This is an optimization exercise on Yosys and OpenROAD, whose aim is small area, not a production implementation.
In this exercise RTL edits were held to simulation tests only and were not proved equivalent to the original.
The clock port is modelled as an ideal driver; clocking choices that lean on that would not hold on a real chip.
Power and IR drop assume default switching activity.

// battleship
module battleship (
    input            clk  ,
    input            rst  ,
    input            start,
    input      [1:0] X    ,
    input      [1:0] Y    ,
    input            pAb  ,
    input            pBb  ,
    output reg [7:0] disp0,
    output reg [7:0] disp1,
    output reg [7:0] disp2,
    output reg [7:0] disp3,
    output reg [7:0] led
  );
==> module battleship, before the edit <==
module battleship (
    input            clk  ,
    input            rst  ,
    input            start,
    input      [1:0] X    ,
    input      [1:0] Y    ,
    input            pAb  ,
    input            pBb  ,
    output reg [7:0] disp0,
    output reg [7:0] disp1,
    output reg [7:0] disp2,
    output reg [7:0] disp3,
    output reg [7:0] led
  );
  localparam [2:0] T_IN    = 3'd6;  
  localparam [2:0] T_SHOOT = 3'd7;  
  localparam [2:0] T_SHOW  = 3'd1;  
  localparam [2:0] T_ERR   = 3'd2;  
  localparam [2:0] T_SINK  = 3'd3;  
  localparam [2:0] T_WIN   = 3'd4;  
  localparam [2:0] T_NEW   = 3'd5;  
  localparam [2:0] T_IDLE  = 3'd0;  
  reg  [2:0] t;
  reg        p;
  reg  [5:0] cnt;       
  reg  [1:0] wa, wb;    
  reg        sca, scb;  
  reg        ns;        
  reg [15:0] ma, mb;    
  wire       chk = ns;
  wire [3:0] idx  = {X, Y};
  wire       ra   = ma[idx];
  wire       rb   = mb[idx];
  wire       own  = p ? rb : ra;
  wire       oth  = p ? ra : rb;
  wire       btn  = p ? pBb : pAb;
  wire [1:0] myw  = p ? wb : wa;
  wire       mysc = p ? scb : sca;
  wire       done = cnt[5] & cnt[4] & cnt[1] & cnt[0];  
  wire idle  = (t == T_IDLE);
  wire win4  = chk & (myw == 2'd0);
  wire rwin  = (t == T_SINK) & done & win4;         
  wire clr   = idle | rwin;
  wire place = (t == T_IN) & btn & ~own;
  wire hit   = (t == T_SHOOT) & btn & oth;
  wire inc   = place | hit | (t == T_WIN);
  wire count = ~((t == T_IN) | (t == T_SHOOT) | idle);
  wire nz    = wa[0] | wb[0];                       
  always @(posedge clk or posedge rst)
    if (rst) begin
      t <= T_IDLE;
      p <= 1'b0;
    end else begin
      case (t)
        T_IN:
          if (btn) begin
            if (own)
              t <= T_ERR;
            else if (myw == 2'd3) begin
              t <= ns ? T_SHOW : T_NEW;
              p <= ~p;
            end
          end
        T_SHOOT:
          if (btn) t <= T_SINK;
        T_SHOW, T_ERR:
          if (done) t <= T_IN;
        T_NEW:
          if (done) t <= nz ? T_IN : T_SHOOT;
        T_SINK:
          if (done) begin
            if (win4)
              t <= mysc ? T_WIN : T_NEW;
            else begin
              t <= T_SHOOT;
              p <= ~p;
            end
          end
        T_WIN: ;
        default:  
          if (start) t <= T_SHOW;
      endcase
    end
  wire       wea = btn & (((t == T_IN) & ~p) | ((t == T_SHOOT) & p));
  wire       web = btn & (((t == T_IN) & p) | ((t == T_SHOOT) & ~p));
  wire       v   = (t == T_IN);
  wire [3:0] rxa = ({4{wea}} & (4'b0001 << X)) | {4{clr}};
  wire [3:0] rxb = ({4{web}} & (4'b0001 << X)) | {4{clr}};
  wire [3:0] cy  = (4'b0001 << Y) | {4{clr}};
  integer i;
  always @(posedge clk) begin
    cnt <= (count & ~done) ? {cnt[4:0], ~(cnt[5] ^ cnt[0])} : 6'd0;
    if (idle | ((t == T_NEW) & done)) begin
      wa <= 2'd0;
      wb <= 2'd0;
    end else if (rwin & ~mysc) begin
      wa <= {1'b0, sca | ~p};
      wb <= {1'b0, scb | p};
    end else begin
      if (inc & ~p) wa <= wa + 2'd1;
      if (inc &  p) wb <= wb + 2'd1;
    end
    for (i = 0; i < 16; i = i + 1) begin
      if (rxa[i/4] & cy[i%4]) ma[i] <= v;
      if (rxb[i/4] & cy[i%4]) mb[i] <= v;
    end
    if (idle) begin
      sca <= 1'b0;
      scb <= 1'b0;
      ns  <= 1'b1;
    end else if (rwin) begin
      if (~p) sca <= 1'b1;
      if (p)  scb <= 1'b1;
      ns <= 1'b1;
    end else if (t == T_SHOOT)
      ns <= oth;
    else if (place & (myw == 2'd3))
      ns <= 1'b0;
  end
  function [7:0] dig;
    input [1:0] v;
    case (v)
      2'd0: dig = 8'b00111111;
      2'd1: dig = 8'b00000110;
      2'd2: dig = 8'b01011011;
      default: dig = 8'b01001111;
    endcase
  endfunction
  function [7:0] rot;
    input [1:0] v;
    case (v)
      2'd0: rot = 8'b10000001;
      2'd1: rot = 8'b01000010;
      2'd2: rot = 8'b00100100;
      default: rot = 8'b00011000;
    endcase
  endfunction
  always @(*) begin
    disp0 = 8'b00000000;
    disp1 = 8'b00000000;
    disp2 = 8'b00000000;
    disp3 = 8'b00000000;
    led   = 8'b10011001;
    case (t)
      T_IN, T_SHOOT: begin
        disp0 = dig(Y);
        disp1 = dig(X);
        led   = {~p, 1'b0, wa, wb, 1'b0, p};
      end
      T_SHOW: begin
        disp3 = p ? 8'b01111100 : 8'b01110111;
        led   = {~p, 1'b0, wa, wb, 1'b0, p};
      end
      T_ERR: begin
        disp0 = 8'b00111111;
        disp1 = 8'b01110111;
        disp2 = 8'b01110111;
        disp3 = 8'b01111001;
      end
      T_SINK: begin
        disp0 = (p & win4) ? 8'b00000000 : dig(wb);
        disp1 = 8'b01000000;
        disp2 = (~p & win4) ? 8'b00000000 : dig(wa);
        led   = {8{chk}};
      end
      T_WIN: begin
        disp0 = p ? 8'b01100110 : dig(wb);
        disp1 = 8'b01000000;
        disp2 = p ? dig(wa) : 8'b01100110;
        disp3 = p ? 8'b01111100 : 8'b01110111;
        led   = rot(myw);
      end
      T_NEW: begin
        disp0 = dig(wb);
        disp1 = 8'b01000000;
        disp2 = dig(wa);
      end
      default: begin
        disp0 = 8'b01111001;
        disp1 = 8'b00111000;
        disp2 = 8'b01011110;
        disp3 = 8'b00000110;
      end
    endcase
  end
endmodule
clock: 10.0 ns
lec_check: 0
abc_area: 1
cap_margin: 20
core_margin: 2
core_utilization: 60
gpl_timing_driven: 0
slew_margin: 20
standard.sh (not shown) runs the stock make flow with config.mk's settings and CLKGATE_MAP_FILE= SYNTH_SCRIPT=/design/flow/synth_recipe.tcl, a recipe that flattens the netlist after the stock synthesis.
==> flow/flow/run.sh <==
#!/bin/bash
# Standard synthesis, then the combinational logic remapped by ABC for area
# (flip-flops, their cells and names untouched; several randomised runs, the
# smallest kept), then the standard layout with minimum-size port buffers and
# the clock tree's buffers shrunk to what the clock-pin slew allows.
set -euo pipefail
LIB=$FLOW_HOME/platforms/$FLOW_PLATFORM/lib/sky130_fd_sc_hd__tt_025C_1v80.lib
R=orfs/results/$FLOW_PLATFORM/battleship/base
J=${NUM_CORES:-4}

bash standard.sh synth > std_synth.log 2>&1
cp $R/1_2_yosys.v std_1_2_yosys.v

# flatten every combinational cell into logic, keep the flip-flop cells
yosys -l resynth_prep.log -q -p "
read_liberty -ignore_miss_func $LIB
read_verilog std_1_2_yosys.v
hierarchy -top $FLOW_TOP
setattr -mod -set keep_hierarchy 1 sky130_fd_sc_hd__df* sky130_fd_sc_hd__edf*
flatten -wb
opt -purge
write_rtlil resynth_prep.il
"

mkdir -p resynth
run_one() {
  local seed=$1 mapper=$2 tag=$1_$2
  case $mapper in
    map)   m="dch -f; map -a" ;;
    amap)  m="dch -f; amap -F 50 -A 50" ;;
    amapm) m="dch -f; amap -m -F 50 -A 50" ;;
  esac
  printf 'strash\n&get -n\n&deepsyn -T 15 -S %s\n&put\n%s\n' $seed "$m" | tr ';' '\n' > resynth/$tag.abc
  yosys -l resynth/$tag.log -q -p "
read_rtlil resynth_prep.il
select $FLOW_TOP
abc -script resynth/$tag.abc -liberty $LIB -dont_use *lpflow* -dont_use *probe* -dont_use *clkdly* -dont_use *dlygate* -dont_use *dlymetal*
opt_clean -purge
hilomap -singleton -hicell sky130_fd_sc_hd__conb_1 HI -locell sky130_fd_sc_hd__conb_1 LO
splitnets
opt_clean -purge
insbuf -buf sky130_fd_sc_hd__buf_1 A X
opt_clean -purge
write_verilog -noattr -noexpr -nohex -nodec -selected resynth/$tag.v
tee -q -o resynth/$tag.stat stat -liberty $LIB
" || true
}
n=0
for seed in 1 2 3 4 5 6 7 8 9 10 11 12; do
  for mapper in map amap amapm; do
    run_one $seed $mapper &
    n=$((n+1))
    if (( n % J == 0 )); then wait; fi
  done
done
wait
best=$(for f in resynth/*.stat; do a=$(sed -n "s/.*Chip area for module .*: //p" $f); [[ -n $a && -s ${f%.stat}.v ]] && echo "$a ${f%.stat}.v"; done | sort -n | head -1)
echo "resynthesis results:" > resynth_choice.txt
for f in resynth/*.stat; do echo "$(sed -n "s/.*Chip area for module .*: //p" $f) $f"; done | sort -n >> resynth_choice.txt
echo "chosen: $best" >> resynth_choice.txt
cp ${best#* } resynth.v

cp resynth.v $R/1_2_yosys.v
rm -f $R/1_synth.odb $R/1_synth.sdc

bash standard.sh \
  "BUFFER_PORTS_ARGS=-buffer_cell sky130_fd_sc_hd__buf_1" \
  "CTS_ARGS=-sink_clustering_enable -repair_clock_nets -dont_use_dummy_load -buf_list sky130_fd_sc_hd__clkbuf_8" \
  "POST_CTS_TCL=$PWD/flow/shrink_clock.tcl" \
  "PRE_GLOBAL_PLACE_TCL=$PWD/flow/pre_place.tcl" \
  finish > std_finish.log 2>&1
Other scripts of this flow, unchanged in this note and not shown: flow/flow/pre_place.tcl, flow/flow/shrink_clock.tcl
Next try:
--- a/flow/design.v
+++ b/flow/design.v
@@ -13,11 +13,11 @@
     output reg [7:0] led
   );
-  localparam [2:0] T_IN    = 3'd6;  
-  localparam [2:0] T_SHOOT = 3'd7;  
-  localparam [2:0] T_SHOW  = 3'd1;  
-  localparam [2:0] T_ERR   = 3'd2;  
-  localparam [2:0] T_SINK  = 3'd3;  
-  localparam [2:0] T_WIN   = 3'd4;  
-  localparam [2:0] T_NEW   = 3'd5;  
+  localparam [2:0] T_IN    = 3'd4;  
+  localparam [2:0] T_SHOOT = 3'd1;  
+  localparam [2:0] T_SHOW  = 3'd5;  
+  localparam [2:0] T_ERR   = 3'd6;  
+  localparam [2:0] T_SINK  = 3'd2;  
+  localparam [2:0] T_WIN   = 3'd3;  
+  localparam [2:0] T_NEW   = 3'd7;  
   localparam [2:0] T_IDLE  = 3'd0;  
   reg  [2:0] t;
@@ -30,8 +30,14 @@
   wire       chk = ns;
   wire [3:0] idx  = {X, Y};
-  wire       ra   = ma[idx];
-  wire       rb   = mb[idx];
-  wire       own  = p ? rb : ra;
-  wire       oth  = p ? ra : rb;
+  wire       clr;
+  wire       wea, web;
+  wire [3:0] rxa = ({4{wea}} & (4'b0001 << X)) | {4{clr}};
+  wire [3:0] rxb = ({4{web}} & (4'b0001 << X)) | {4{clr}};
+  wire [3:0] cy  = (4'b0001 << Y) | {4{clr}};
+  wire [15:0] dea = {{4{rxa[3]}} & cy, {4{rxa[2]}} & cy, {4{rxa[1]}} & cy, {4{rxa[0]}} & cy};
+  wire [15:0] deb = {{4{rxb[3]}} & cy, {4{rxb[2]}} & cy, {4{rxb[1]}} & cy, {4{rxb[0]}} & cy};
+  wire       rd   = |(ma & dea) | |(mb & deb);
+  wire       own  = rd;
+  wire       oth  = rd;
   wire       btn  = p ? pBb : pAb;
   wire [1:0] myw  = p ? wb : wa;
@@ -41,5 +47,5 @@
   wire win4  = chk & (myw == 2'd0);
   wire rwin  = (t == T_SINK) & done & win4;         
-  wire clr   = idle | rwin;
+  assign clr = idle | rwin;
   wire place = (t == T_IN) & btn & ~own;
   wire hit   = (t == T_SHOOT) & btn & oth;
@@ -82,10 +88,7 @@
       endcase
     end
-  wire       wea = btn & (((t == T_IN) & ~p) | ((t == T_SHOOT) & p));
-  wire       web = btn & (((t == T_IN) & p) | ((t == T_SHOOT) & ~p));
-  wire       v   = (t == T_IN);
-  wire [3:0] rxa = ({4{wea}} & (4'b0001 << X)) | {4{clr}};
-  wire [3:0] rxb = ({4{web}} & (4'b0001 << X)) | {4{clr}};
-  wire [3:0] cy  = (4'b0001 << Y) | {4{clr}};
+  assign     wea = btn & (((t == T_IN) & ~p) | ((t == T_SHOOT) & p));
+  assign     web = btn & (((t == T_IN) & p) | ((t == T_SHOOT) & ~p));
+  wire       v   = t[2];
   integer i;
   always @(posedge clk) begin
@@ -102,6 +105,6 @@
     end
     for (i = 0; i < 16; i = i + 1) begin
-      if (rxa[i/4] & cy[i%4]) ma[i] <= v;
-      if (rxb[i/4] & cy[i%4]) mb[i] <= v;
+      if (dea[i]) ma[i] <= v;
+      if (deb[i]) mb[i] <= v;
     end
     if (idle) begin
The new run finished with timing, DRC and antenna clean.
Die area is lower by 2.2%.
Via count is lower by about 3%.
Final area is lower by 2.7%.
Sequential share of layout area is higher by 1.3 points.
Total power is higher by 26%.
Utilization is lower by 1.4 points.
Synthesized area is lower by about 2.4%.
Sequential cell count stays the same.
Wire length is lower by 2.9%.
Non-clock buffer count is lower by 1.
Global-route usage is higher by 0.58 points.

========
Another version of the RTL of battleship (not shown whole).
Size: roughly 49 I/O pins, roughly 2500 µm² of cells after synthesis.
==> module battleship, before the edit <==
module battleship (
    input            clk  ,
    input            rst  ,
    input            start,
    input      [1:0] X    ,
    input      [1:0] Y    ,
    input            pAb  ,
    input            pBb  ,
    output reg [7:0] disp0,
    output reg [7:0] disp1,
    output reg [7:0] disp2,
    output reg [7:0] disp3,
    output reg [7:0] led
  );
  localparam [2:0] T_IN    = 3'd4;  
  localparam [2:0] T_SHOOT = 3'd0;  
  localparam [2:0] T_SHOW  = 3'd6;  
  localparam [2:0] T_ERR   = 3'd7;  
  localparam [2:0] T_SINK  = 3'd1;  
  localparam [2:0] T_WIN   = 3'd3;  
  localparam [2:0] T_NEW   = 3'd5;  
  localparam [2:0] T_IDLE  = 3'd2;  
  reg  [2:0] t;
  reg        p;
  reg  [5:0] cnt;       
  reg  [1:0] wa, wb;    
  reg        sca, scb;  
  reg        ns;        
  reg [15:0] ma, mb;    
  wire       chk = ns;
  wire [3:0] idx  = {X, Y};
  wire       clr;
  wire       wea, web;
  wire [3:0] rxa = ({4{wea}} & (4'b0001 << X)) | {4{clr}};
  wire [3:0] rxb = ({4{web}} & (4'b0001 << X)) | {4{clr}};
  wire [3:0] cy  = (4'b0001 << Y) | {4{clr}};
  wire [15:0] dea = {{4{rxa[3]}} & cy, {4{rxa[2]}} & cy, {4{rxa[1]}} & cy, {4{rxa[0]}} & cy};
  wire [15:0] deb = {{4{rxb[3]}} & cy, {4{rxb[2]}} & cy, {4{rxb[1]}} & cy, {4{rxb[0]}} & cy};
  wire       rd   = |(ma & dea) | |(mb & deb);
  wire       own  = rd;
  wire       oth  = rd;
  wire       btn  = p ? pBb : pAb;
  wire [1:0] myw  = p ? wb : wa;
  wire       mysc = p ? scb : sca;
  wire       done = cnt[5] & cnt[4] & cnt[1] & cnt[0];  
  wire idle  = (t == T_IDLE);
  wire win4  = chk & (myw == 2'd0);
  wire rwin  = (t == T_SINK) & done & win4;         
  assign clr = idle | rwin;
  wire place = (t == T_IN) & btn & ~own;
  wire hit   = (t == T_SHOOT) & btn & oth;
  wire inc   = place | hit | (t == T_WIN);
  wire count = ~((t == T_IN) | (t == T_SHOOT) | idle);
  wire nz    = wa[0] | wb[0];                       
  always @(posedge clk or posedge rst)
    if (rst) begin
      t <= T_IDLE;
      p <= 1'b0;
    end else begin
      case (t)
        T_IN:
          if (btn) begin
            if (own)
              t <= T_ERR;
            else if (myw == 2'd3) begin
              t <= ns ? T_SHOW : T_NEW;
              p <= ~p;
            end
          end
        T_SHOOT:
          if (btn) t <= T_SINK;
        T_SHOW, T_ERR:
          if (done) t <= T_IN;
        T_NEW:
          if (done) t <= nz ? T_IN : T_SHOOT;
        T_SINK:
          if (done) begin
            if (win4)
              t <= mysc ? T_WIN : T_NEW;
            else begin
              t <= T_SHOOT;
              p <= ~p;
            end
          end
        T_WIN: ;
        default:  
          if (start) t <= T_SHOW;
      endcase
    end
  assign     wea = btn & (((t == T_IN) & ~p) | ((t == T_SHOOT) & p));
  assign     web = btn & (((t == T_IN) & p) | ((t == T_SHOOT) & ~p));
  wire       v   = t[2];
  integer i;
  always @(posedge clk) begin
    cnt <= (count & ~done) ? {cnt[4:0], ~(cnt[5] ^ cnt[0])} : 6'd0;
    if (idle | ((t == T_NEW) & done)) begin
      wa <= 2'd0;
      wb <= 2'd0;
    end else if (rwin & ~mysc) begin
      wa <= {1'b0, sca | ~p};
      wb <= {1'b0, scb | p};
    end else begin
      if (inc & ~p) wa <= wa + 2'd1;
      if (inc &  p) wb <= wb + 2'd1;
    end
    for (i = 0; i < 16; i = i + 1) begin
      if (dea[i]) ma[i] <= v;
      if (deb[i]) mb[i] <= v;
    end
    if (idle) begin
      sca <= 1'b0;
      scb <= 1'b0;
      ns  <= 1'b1;
    end else if (rwin) begin
      if (~p) sca <= 1'b1;
      if (p)  scb <= 1'b1;
      ns <= 1'b1;
    end else if (t == T_SHOOT)
      ns <= oth;
    else if (place & (myw == 2'd3))
      ns <= 1'b0;
  end
  function [7:0] dig;
    input [1:0] v;
    case (v)
      2'd0: dig = 8'b00111111;
      2'd1: dig = 8'b00000110;
      2'd2: dig = 8'b01011011;
      default: dig = 8'b01001111;
    endcase
  endfunction
  function [7:0] rot;
    input [1:0] v;
    case (v)
      2'd0: rot = 8'b10000001;
      2'd1: rot = 8'b01000010;
      2'd2: rot = 8'b00100100;
      default: rot = 8'b00011000;
    endcase
  endfunction
  always @(*) begin
    disp0 = 8'b00000000;
    disp1 = 8'b00000000;
    disp2 = 8'b00000000;
    disp3 = 8'b00000000;
    led   = 8'b10011001;
    case (t)
      T_IN, T_SHOOT: begin
        disp0 = dig(Y);
        disp1 = dig(X);
        led   = {~p, 1'b0, wa, wb, 1'b0, p};
      end
      T_SHOW: begin
        disp3 = p ? 8'b01111100 : 8'b01110111;
        led   = {~p, 1'b0, wa, wb, 1'b0, p};
      end
      T_ERR: begin
        disp0 = 8'b00111111;
        disp1 = 8'b01110111;
        disp2 = 8'b01110111;
        disp3 = 8'b01111001;
      end
      T_SINK: begin
        disp0 = (p & win4) ? 8'b00000000 : dig(wb);
        disp1 = 8'b01000000;
        disp2 = (~p & win4) ? 8'b00000000 : dig(wa);
        led   = {8{chk}};
      end
      T_WIN: begin
        disp0 = p ? 8'b01100110 : dig(wb);
        disp1 = 8'b01000000;
        disp2 = p ? dig(wa) : 8'b01100110;
        disp3 = p ? 8'b01111100 : 8'b01110111;
        led   = rot(myw);
      end
      T_NEW: begin
        disp0 = dig(wb);
        disp1 = 8'b01000000;
        disp2 = dig(wa);
      end
      default: begin
        disp0 = 8'b01111001;
        disp1 = 8'b00111000;
        disp2 = 8'b01011110;
        disp3 = 8'b00000110;
      end
    endcase
  end
endmodule
==> flow/config.mk <==
export PLATFORM = sky130hd
export DESIGN_NAME = battleship
export DESIGN_NICKNAME = battleship
export VERILOG_FILES = /design/flow/design.v
export SDC_FILE = /design/flow/constraint.sdc
export NUM_CORES = 4
export LEC_CHECK = 0
export ABC_AREA = 1
export CAP_MARGIN = 20
export CORE_MARGIN = 2
export CORE_UTILIZATION = 60
export GPL_TIMING_DRIVEN = 0
export SLEW_MARGIN = 20
==> flow/constraint.sdc <==
create_clock -name core_clock -period 10.0 [get_ports {clk}]
set_input_delay 2.0000 -clock core_clock [delete_from_list [all_inputs] [get_ports {clk}]]
set_output_delay 2.0000 -clock core_clock [all_outputs]
set_load 0.01 [all_outputs]
==> flow/flow/pre_place.tcl <==
# Drop the buffers synthesis inserted for pass-through and duplicated
# outputs before the ports get their own buffers.
remove_buffers
==> flow/flow/shrink_clock.tcl <==
# Shrink the clock buffers CTS placed: each leaf buffer becomes the smallest
# clkbuf whose clock-pin slews stay under a target, the root the smallest
# that keeps every leaf within it.
set db [ord::get_db]
set block [ord::get_db_block]
set target [expr {[info exists ::env(CLK_SLEW_TARGET)] ? $::env(CLK_SLEW_TARGET) : 0.110}]
set sizes {sky130_fd_sc_hd__clkbuf_1 sky130_fd_sc_hd__clkbuf_2 sky130_fd_sc_hd__clkbuf_4 sky130_fd_sc_hd__clkbuf_8 sky130_fd_sc_hd__clkbuf_16}
proc sink_slew {} {
  set w 0
  foreach p [get_pins -hierarchical */CLK] {
    foreach s [list [get_property $p slew_max_rise] [get_property $p slew_max_fall]] {
      if {$s > $w} {set w $s}
    }
  }
  return $w
}
set bufs {}
set root ""
foreach inst [$block getInsts] {
  set n [$inst getName]
  if {[string match "clkbuf_*_clk" $n]} {
    if {$n eq "clkbuf_0_clk"} { set root $inst } else { lappend bufs $inst }
  }
}
foreach inst [concat $bufs [list $root]] {
  if {$inst eq ""} continue
  set orig [[$inst getMaster] getName]
  foreach m $sizes {
    $inst swapMaster [$db findMaster $m]
    estimate_parasitics -placement
    if {[sink_slew] <= $target} break
    if {$m eq $orig} break
  }
  puts "clock buffer [$inst getName]: $orig -> [[$inst getMaster] getName]"
}
puts "clock sink slew after shrinking: [sink_slew]"
Scripts as last shown in full above: flow/flow/run.sh
Then changed:
--- a/flow/design.v
+++ b/flow/design.v
@@ -10,18 +10,18 @@
     output reg [7:0] disp1,
     output reg [7:0] disp2,
     output reg [7:0] disp3,
     output reg [7:0] led
   );
-  localparam [2:0] T_IN    = 3'd4;  
-  localparam [2:0] T_SHOOT = 3'd0;  
-  localparam [2:0] T_SHOW  = 3'd6;  
-  localparam [2:0] T_ERR   = 3'd7;  
-  localparam [2:0] T_SINK  = 3'd1;  
-  localparam [2:0] T_WIN   = 3'd3;  
+  localparam [2:0] T_IN    = 3'd6;  
+  localparam [2:0] T_SHOOT = 3'd7;  
+  localparam [2:0] T_SHOW  = 3'd1;  
+  localparam [2:0] T_ERR   = 3'd2;  
+  localparam [2:0] T_SINK  = 3'd3;  
+  localparam [2:0] T_WIN   = 3'd4;  
   localparam [2:0] T_NEW   = 3'd5;  
-  localparam [2:0] T_IDLE  = 3'd2;  
+  localparam [2:0] T_IDLE  = 3'd0;  
   reg  [2:0] t;
   reg        p;
   reg  [5:0] cnt;       
   reg  [1:0] wa, wb;    
   reg        sca, scb;  
@@ -87,11 +87,11 @@
           if (start) t <= T_SHOW;
       endcase
     end
   assign     wea = btn & (((t == T_IN) & ~p) | ((t == T_SHOOT) & p));
   assign     web = btn & (((t == T_IN) & p) | ((t == T_SHOOT) & ~p));
-  wire       v   = t[2];
+  wire       v   = (t == T_IN);
   integer i;
   always @(posedge clk) begin
     cnt <= (count & ~done) ? {cnt[4:0], ~(cnt[5] ^ cnt[0])} : 6'd0;
     if (idle | ((t == T_NEW) & done)) begin
       wa <= 2'd0;
Synthesized area grows by 0.61%.
Register-to-register slack improved by 0.34 ns.
Synthesized cell count is higher by 11%.
Setup slack is better by 0.30 ns.
Routed wire length decreases by 5.5%.
Via count is higher by 1.5%.
Sequential cell count is unchanged.
Design area is higher by 1.6%.
First-iteration DRC count falls by 33%.
Critical path depth is lower by 4.

[what the ideal ports hide]
No port has a modelled driver above. Below, the same layouts with a new extraction and two added sets of constraints. Step 1 assumes that a clkbuf_16 drives the clock port and a buf_2 every other input. Step 2 also shifts input and output timing later by t, the mid clock arrival at the registers, as if the neighbouring blocks saw the same clock. Three values: no drivers, after step 1, after step 2; two values: the first two.
| run | t, ns | setup slack, ns | worst setup path after step 2 | slew at the worst register clock pin (ns) | worst slew at a driven data input, ns |
|---|---|---|---|---|---|
| the first run of note 1 | 0.534 | 4.236 / 4.210 / 4.210 | input to output | 0.10 / 0.10 | 0.03 |
| the second run of note 1 | 0.596 | 3.663 / 3.638 / 4.234 | register to output | 0.10 / 0.10 | 0.04 |
| the first run of note 2 | 0.396 | 4.737 / 4.713 / 4.541 | input to register | 0.11 / 0.11 | 0.04 |
| the second run of note 2 | 0.530 | 5.040 / 5.013 / 4.675 | input to register | 0.10 / 0.10 | 0.03 |
After both steps every run listed still meets setup and hold. For the second run of note 2, which loses most, drivers alone change the setup slack by -0.027 ns; drivers and shift together by -0.365 ns.
